Source: an optimization exercise on an open RTL-to-GDS flow (aim: small area, a short achievable clock period and few clock cycles per item). Production flows keep margins and buffers that such runs may drop. Only simulation tests tie the RTL to the original design; equivalence was not proved.

## flow/design.v (module list and top-level ports; edited modules follow where they fit)
// module SNN: 1642 lines
// module FA: 3 lines
module SNN(
	clk,
	rst_n,
	in_valid,
	img,
	ker,
	weight,
	out_valid,
	out_data
);
  // ...
==> flow/run.sh <==
#!/bin/bash
# synth_recipe.tcl (not shown) runs the flow's synth.tcl, then flattens the netlist and writes it again
# the make line also repeats each setting of config.mk as NAME=value (left out here)
make -C /OpenROAD-flow-scripts/flow DESIGN_CONFIG=/design/flow/config.mk WORK_HOME=/design/flow/orfs CLKGATE_MAP_FILE= SYNTH_SCRIPT=/design/flow/synth_recipe.tcl finish
==> flow/config.mk <==
export PLATFORM = sky130hd
export DESIGN_NAME = SNN
export DESIGN_NICKNAME = SNN
export VERILOG_FILES = /design/flow/design.v
export SDC_FILE = /design/flow/constraint.sdc
export NUM_CORES = 4
export LEC_CHECK = 0
export CAP_MARGIN = 20
export CORE_MARGIN = 2
export CORE_UTILIZATION = 55
export GPL_TIMING_DRIVEN = 0
export SLEW_MARGIN = 20
export SYNTH_HIERARCHICAL = 1
==> flow/constraint.sdc <==
create_clock -name core_clock -period 25.0 [get_ports {clk}]
set_input_delay 5.0000 -clock core_clock [delete_from_list [all_inputs] [get_ports {clk}]]
set_output_delay 5.0000 -clock core_clock [all_outputs]
set_load 0.01 [all_outputs]
==> impl_metrics.yaml, run 1 <==
outcome:
  run_status: "complete, no violations"
setup_path:
  worstSetupPathType: "register to register"
  cp.arrival_ps: 7650
  cp.depth: 19
  r2r.worst_path.cells: 19
  start_kind: "register"
yosys:
  netlist_instances: 2742
  synthTopCellsByCount: "665 x fa_1, 641 x nand2_1, 270 x inv_1"
  synth_top_family_by_area: "adder cells"
  synth_edf_count: 162
  synth-compound-area-share_pct: 3.65
cts:
  clock_latency_ps: 570
  cts-root-buf: "clkbuf_16"
route:
  vias: 19800
  drt_wl_total_mm: 78.8
grt:
  grt_use_met1_pct: 33.7
  antenna_found_initial: 0
  grt_pass1_wl_mm: 125
  use_met2_pct: 49.0
  gr-usage-met3_pct: 3.68
floorplan:
  die_y_um: 246
final_layout:
  largest_reg_flops: 20
  inv_count: 270
  nMultiInputCombCells: 1933
  regArea_sq_um: 9590
  top_register: "acc_s"
  layout_commonest_cell: "fa_1"
  multi_input_area_share_pct: 59.9
  final_util_pct: 60.5
  area_growth_pct: 8.88
flow_run:
  cap_viol_max_count: 0
sta:
  rsz0062_at_grt: "false"
  setup_violations: 0
placed_design:
  placed_area_sq_um: 33500
  portBuffers: 37
  dp_cells: 3546
  gp_congestion: 0.902
hold_path:
  min_from: "sr9[1]"
Testbench counts, summed over its fixed seeds: cycles 9,984, items 128.
==> run 2, diff against run 1 <==
--- a/flow/config.mk
+++ b/flow/config.mk
@@ -7,7 +7,6 @@
 export LEC_CHECK = 0
 export CAP_MARGIN = 20
 export CORE_MARGIN = 2
-export CORE_UTILIZATION = 55
-export GPL_TIMING_DRIVEN = 0
+export CORE_UTILIZATION = 40
 export SLEW_MARGIN = 20
 export SYNTH_HIERARCHICAL = 1
==> run 2 against run 1 <==
  * Hold slack lost 16 ps
  * Wire length fell by 4.1%
  * First-iteration DRC count grew 3.7%
  * Clock skew up 16 ps
  * Highest routed layer unchanged
==> impl_metrics.yaml, run 2 <==
outcome:
  run_status: "complete, no violations"
setup_path:
  r2r-end: "acc_s[19]"
  cp_slowest_cell: "dfxtp_1"
  path_cells: "nand2_1, fa_1, fa_1, fa_1, fa_1, fa_1, fa_1, inv_1, ha_1, a21oi_1, nor2b_1, o21ai_0, o211ai_1, a21oi_1, o22ai_1, o41ai_1, o21bai_1, a41o_1"
  critPathLaunch: "sr1[6]"
  path_buf_inv: 1
  worstSetupPathType: "register to register"
  crit_required_ps: 25490
  start_kind: "register"
  worstSetupEndpointType: "register"
  crit_fanout: 17
  cp.arrival_ps: 7110
  r2r_slack_ps: 18380
  endpoint: "acc_s[19]"
  cp_common_cell: "fa_1"
  rr_startpoint: "sr1[6]"
  cp_top_family: "adder cells"
  r2r.worst_path.cells: 18
  slowest_delay_ps: 790
  cp.depth: 18
route:
  ant_nets: 0
  first_pass_iters: 7
  vias: 19100
  wl_per_cell_um: 20.0
  drc: 0
  via_per_inst: 5.07
  drt_iter0_drc: 1242
  drt_wl_total_mm: 75.6
grt:
  grt_max_degree: 48
  grt_use_total_pct: 19.2
  grt.overflow.total: 0
  grt_pass1_vias: 21400
  grt_pass1_wl_mm: 121
  antenna_found_initial: 1
yosys:
  ys_async_sr_fraction_pct: 6.91
  synthTopCellsByCount: "665 x fa_1, 641 x nand2_1, 270 x inv_1"
  synthDistinctLibCells: 70
  synth.largest_area_cell: "fa_1"
  ys_seq_area_share_pct: 29.9
  synthTopCellsByArea: "fa_1 42%, edfxtp_1 15%, dfxtp_1 13%, nand2_1 7.5%, ha_1 6.3%"
  syn_area_sq_um: 32100
  netlist_instances: 2742
  synthesis.nets: 3596
  synth_warnings: 7
  synth_edf_count: 162
  avgSynthCellArea_sq_um: 11.7
  synthFlopType: "dfxtp_1"
  yosysMostFrequentCell: "fa_1"
  netlist.area_leader.share_pct: 41.5
  synth_seq_cells: 391
cts:
  clock_latency_ps: 610
  clock-sinks: 391
  cts_made_buffers: 46
  cts_buffer_depth: 3
  hold_buffers: 0
  cts-root-buf: "clkbuf_16"
  cts_setup_buffers: 0
  cts_tree: "done"
  cts_resized: 0
  path_clk_slew_ps: 60
  htree_levels: 2
placed_design:
  portBuffers: 37
  hpwl_mm: 61.6
  gp_congestion: 0.863
final_layout:
  area_growth_pct: 8.67
  reg_top3: "acc_s x20, cs0 x18, cs1 x18"
  nNetsFinal: 3539
  drive_gt1_share_pct: 4.33
  layout_common_cells: "665 x fa_1, 641 x nand2_1, 270 x inv_1"
  top_register: "acc_s"
  largest_reg_flops: 20
  final_util_pct: 44.1
  layout_commonest_cell: "fa_1"
  antennaDiodeCount: 0
sta:
  setup_violations: 0
  tightest_slew_ps: 778
  max_freq_ghz: 0.151
  fin_crit_ps: 6620
  slew_violations: 0
  slew_headroom_pct: 48.1
  hold_viol_final: 0
  hold_ws_ps: 309
  finalSetupTns_ps: 0
  rsz0062_at_grt: "false"
  clock_skew_ps: 33.3
  period_share_pct: 26.5
floorplan:
  die-area_sq_um: 82500
  start_util_pct: 40.5
  die_y_um: 287
  die_w_um: 287
  fp.coreArea_sq_um: 79100
  num_rows: 103
  ios: 38
hold_path:
  hold_class: "register to register"
  min_from: "sr2[2]"
  hold-path-cell-count: 0
flow_run:
  cap_viol_max_count: 0
-- run 2: layer usage --
metal  share of wire (%)  GRT usage [%]
met5                   0          0.174
met4                 2.5           5.12
met3                 5.5           2.71
met2                  49           32.0
met1                  43           26.4
-- run 2: worst min path at each step --
stage,to
finish,sr3[2]
global route,sr3[2]
floorplan,sr10[0]
detailed placement,sr3[5]
global placement,sr3[0]
CTS,sr3[2]
-- run 2: worst reg2reg max path, delay by kind of cell (launching register included) --
kind | cells | cell delay [ps]
flops | 1 | 790
fa+ha+maj | 7 | 3530
compound gates | 8 | 1910
buf+inv | 1 | 40
simple gates | 2 | 230
-- run 2: cells by family (layout without fill, tap and decap cells) --
logic type,after synthesis,in the layout,synth area share (%)
DFF,391,391,29.9
and+or+nand+nor,862,862,11.4
AOI/OAI and AO/OA,164,164,3.65
buffers and inverters,418,399,4.89
xor gates and xnor gates,63,63,1.77
muxes,17,17,0.589
adders and majority gates,827,827,47.8
-- run 2: per-module statistics from Yosys (local to each module, per instance) --
module  times used  flip-flops and latches
FA             662                       0
SNN              1                     391
-- run 2: layout make-up --
cell class | instances | area, sq um
clock buffer | 64 | 1330
clock inverter | 22 | 274
fill | 7305 | 44300
inverter | 270 | 1010
multi-input combinational | 1933 | 20900
sequential | 391 | 9580
tap | 1050 | 1310
timing repair buffer | 43 | 415
-- run 2: per-stage QoR --
step	worst slack (ps)	instances	instance area, sq um
floorplan	19000	2742	32100
detailed placement	18300	3687	33300
global route	17780	3773	34900
global placement	18420	3687	33300
CTS	18300	3773	34900
finish	18380	3773	34900
==> run 3, diff against run 2 <==
==> flow/flow/run.sh (new file) <==
#!/bin/bash
set -o pipefail
cp standard.sh standard_sh.log
export BUFFER_PORTS_ARGS="-buffer_cell sky130_fd_sc_hd__buf_2"
bash standard.sh > standard.log 2>&1
==> flow/standard.sh (new file) <==
#!/bin/bash
# synth_recipe.tcl (not shown) runs the flow's synth.tcl, then flattens the netlist and writes it again
# the make line also repeats each setting of config.mk as NAME=value (left out here)
make -C /OpenROAD-flow-scripts/flow DESIGN_CONFIG=/design/flow/config.mk WORK_HOME=/design/flow/orfs CLKGATE_MAP_FILE= SYNTH_SCRIPT=/design/flow/synth_recipe.tcl "${@:-finish}"
removed: flow/run.sh
==> run 3 against run 2 <==
  * Flip-flop and latch count did not move
  * Still clean
  * Sequential share of layout area rose by 0.12 points
  * Via count up 1.1%
  * Highest routed layer is now met5
==> impl_metrics.yaml, run 3 <==
outcome:
  run_status: "complete, no violations"
hold_path:
  holdPathEnd: "sr5[5]"
  hold-path-cell-count: 0
  min_from: "sr4[5]"
  hold_class: "register to register"
grt:
  antenna_found_initial: 3
  gr-usage-met3_pct: 3.15
  grt.overflow.total: 0
  use_met2_pct: 31.6
  grt_max_degree: 48
  grt_pass1_wl_mm: 122
  grt_busiest_layer: "met2"
  grt_pass1_vias: 21700
  grt_use_met1_pct: 26.2
  grt_use_total_pct: 19.3
setup_path:
  r2r_slack_ps: 18380
  rr_startpoint: "acc_s[18]"
  crit_required_ps: 25320
  cp.arrival_ps: 6940
  crit_fanout: 8
  start_kind: "register"
  worstSetupEndpointType: "register"
  r2r-end: "pm0[6]"
  worstSetupPathType: "register to register"
  r2r.worst_path.cells: 23
route:
  vias: 19300
  drt_iter0_drc: 1357
  wl_per_cell_um: 20.0
  drt_wl_total_mm: 75.5
  first_pass_iters: 5
  via_per_inst: 5.13
  drc: 0
  ant_nets: 0
final_layout:
  drive_gt1_share_pct: 5.66
  nNetsFinal: 3538
  top_register: "acc_s"
  area_growth_pct: 8.20
  reg_top3: "acc_s x20, cs0 x18, cs1 x18"
  layout_common_cells: "665 x fa_1, 641 x nand2_1, 270 x inv_1"
  largest_reg_flops: 20
  fill_cells: 7379
  layout_commonest_cell: "fa_1"
  final_util_pct: 43.9
cts:
  clock_latency_ps: 620
  cts_setup_buffers: 0
  path_clk_slew_ps: 60
  cts_tree: "done"
  clock-sinks: 391
  cts_made_buffers: 46
  htree_levels: 2
  cts-root-buf: "clkbuf_16"
  cts_buffer_depth: 3
  cts_resized: 0
  hold_buffers: 0
sta:
  slew_violations: 0
  slew_headroom_pct: 48.6
  setup_violations: 0
  tightest_slew_ps: 766
  hold_viol_final: 0
  finalSetupTns_ps: 0
  rsz0062_at_grt: "false"
  fin_crit_ps: 6620
  max_freq_ghz: 0.151
  period_share_pct: 26.5
  clock_skew_ps: 35.8
flow_run:
  cap_viol_max_count: 0
floorplan:
  fp.coreArea_sq_um: 79100
  die_y_um: 287
  start_util_pct: 40.5
  die-area_sq_um: 82500
  ios: 38
  die_w_um: 287
  num_rows: 103
yosys:
  synthTopCellsByCount: "665 x fa_1, 641 x nand2_1, 270 x inv_1"
  synth_edf_count: 162
  synthFlopType: "dfxtp_1"
  netlist.area_leader.share_pct: 41.5
  avgSynthCellArea_sq_um: 11.7
  syn_area_sq_um: 32100
  ys_async_sr_fraction_pct: 6.91
  synthDistinctLibCells: 70
  synth_warnings: 7
  synth_seq_cells: 391
  synthTopCellsByArea: "fa_1 42%, edfxtp_1 15%, dfxtp_1 13%, nand2_1 7.5%, ha_1 6.3%"
  yosysMostFrequentCell: "fa_1"
  netlist_instances: 2742
  synthesis.nets: 3596
  ys_seq_area_share_pct: 29.9
  synth.largest_area_cell: "fa_1"
placed_design:
  gp_congestion: 0.864
  portBuffers: 37
  hpwl_mm: 61.8
## run 3: cells by family after synthesis
group | Yosys count | synth area share (%)
flops | 391 | 29.9
mux | 17 | 0.589
fa+ha+maj | 827 | 47.8
compound gates | 164 | 3.65
simple gates | 862 | 11.4
xor+xnor | 63 | 1.77
buf+inv | 418 | 4.89
## run 3: worst max path at each step
stage,start,to,slack [ps],cells past startpoint
floorplan,sr1[7],acc_s[18],19000,19
global placement,acc_s[18],pm1[1],18440,23
detailed placement,acc_s[18],pm0[1],18310,23
CTS,acc_s[18],pm0[7],18330,23
global route,acc_s[18],pm1[5],17890,23
finish,acc_s[18],pm0[6],18380,23
## run 3: layout make-up
type	instances	area, sq um	area share [%]
Sequential cell	391	9580	27.6
Multi-Input combinational cell	1933	20900	60.3
Timing Repair Buffer	42	223	0.642
Tap cell	1050	1310	3.79
Antenna cell	1	2.50	0.00721
Clock inverter	24	369	1.06
Inverter	270	1010	2.92
Clock buffer	61	1270	3.66
## run 3: metrics by stage
step	area, sq um	setup WS (ps)	std cells	hold slack, ps
global route	34700	17890	3771	324
CTS	34700	18330	3771	317
finish	34700	18380	3772	312
floorplan	32100	19000	2742	310
detailed placement	33100	18310	3686	312
global placement	33100	18440	3686	311
## run 3: critical path, cell delays in order, from the launching register on
cell	delay (ps)
dfxtp_1	680
inv_1	370
fa_1	530
fa_1	540
fa_1	450
fa_1	440
inv_1	70
ha_1	240
a21oi_1	170
o22ai_1	90
o21ai_0	160
nand2b_1	90
a21oi_1	140
o41ai_1	140
a221o_1	370
o41a_1	360
a21oi_1	190
xnor2_1	220
ha_1	310
nand3_1	100
nor2_1	50
a211oi_1	250
a21oi_1	70
o21a_1	310
## run 3: layer usage
metal  part of all wire, %  wire length (um)  vias up
met5                 0.016                12        -
met3                   6.0              4540      121
met2                    48             36600      597
li1                      -                 -     8420
met1                    42             32000    10200
met4                   3.2              2380        2
## run 3: modules after synthesis, one instance, submodules excluded
| module | cells inside | flip-flops and latches |
|---|---|---|
| FA | 1 | 0 |
| SNN | 2080 | 391 |

-- afterwards: timing with drivers on the ports --
The flow's constraints put no driver on any port. The routed layouts listed below were extracted and timed again, unchanged, in two steps.
Step 1 assumes that a clkbuf_16 drives the clock port and a buf_2 every other input.
Step 2 times the ports against the registers' clock, not the clock port: input delays grow and output delays shrink by t, the midpoint of the rising clock arrivals with the driver on.
a / b / c = ideal ports / drivers / drivers and shift; a / b = the first two.
| run | shift t [ns] | setup WS [ns] | latest minus earliest clock arrival (ns) | slew at the worst register clock pin (ns) |
|---|---|---|---|---|
| run 1 | 0.626 | 17.754 / 17.754 / 17.754 | 0.017 / 0.016 | 0.06 / 0.06 |
| run 2 | 0.665 | 18.379 / 18.340 / 18.379 | 0.034 / 0.035 | 0.07 / 0.07 |
| run 3 | 0.670 | 18.380 / 18.380 / 18.380 | 0.039 / 0.039 | 0.07 / 0.07 |
After both steps every run listed still meets setup and hold.
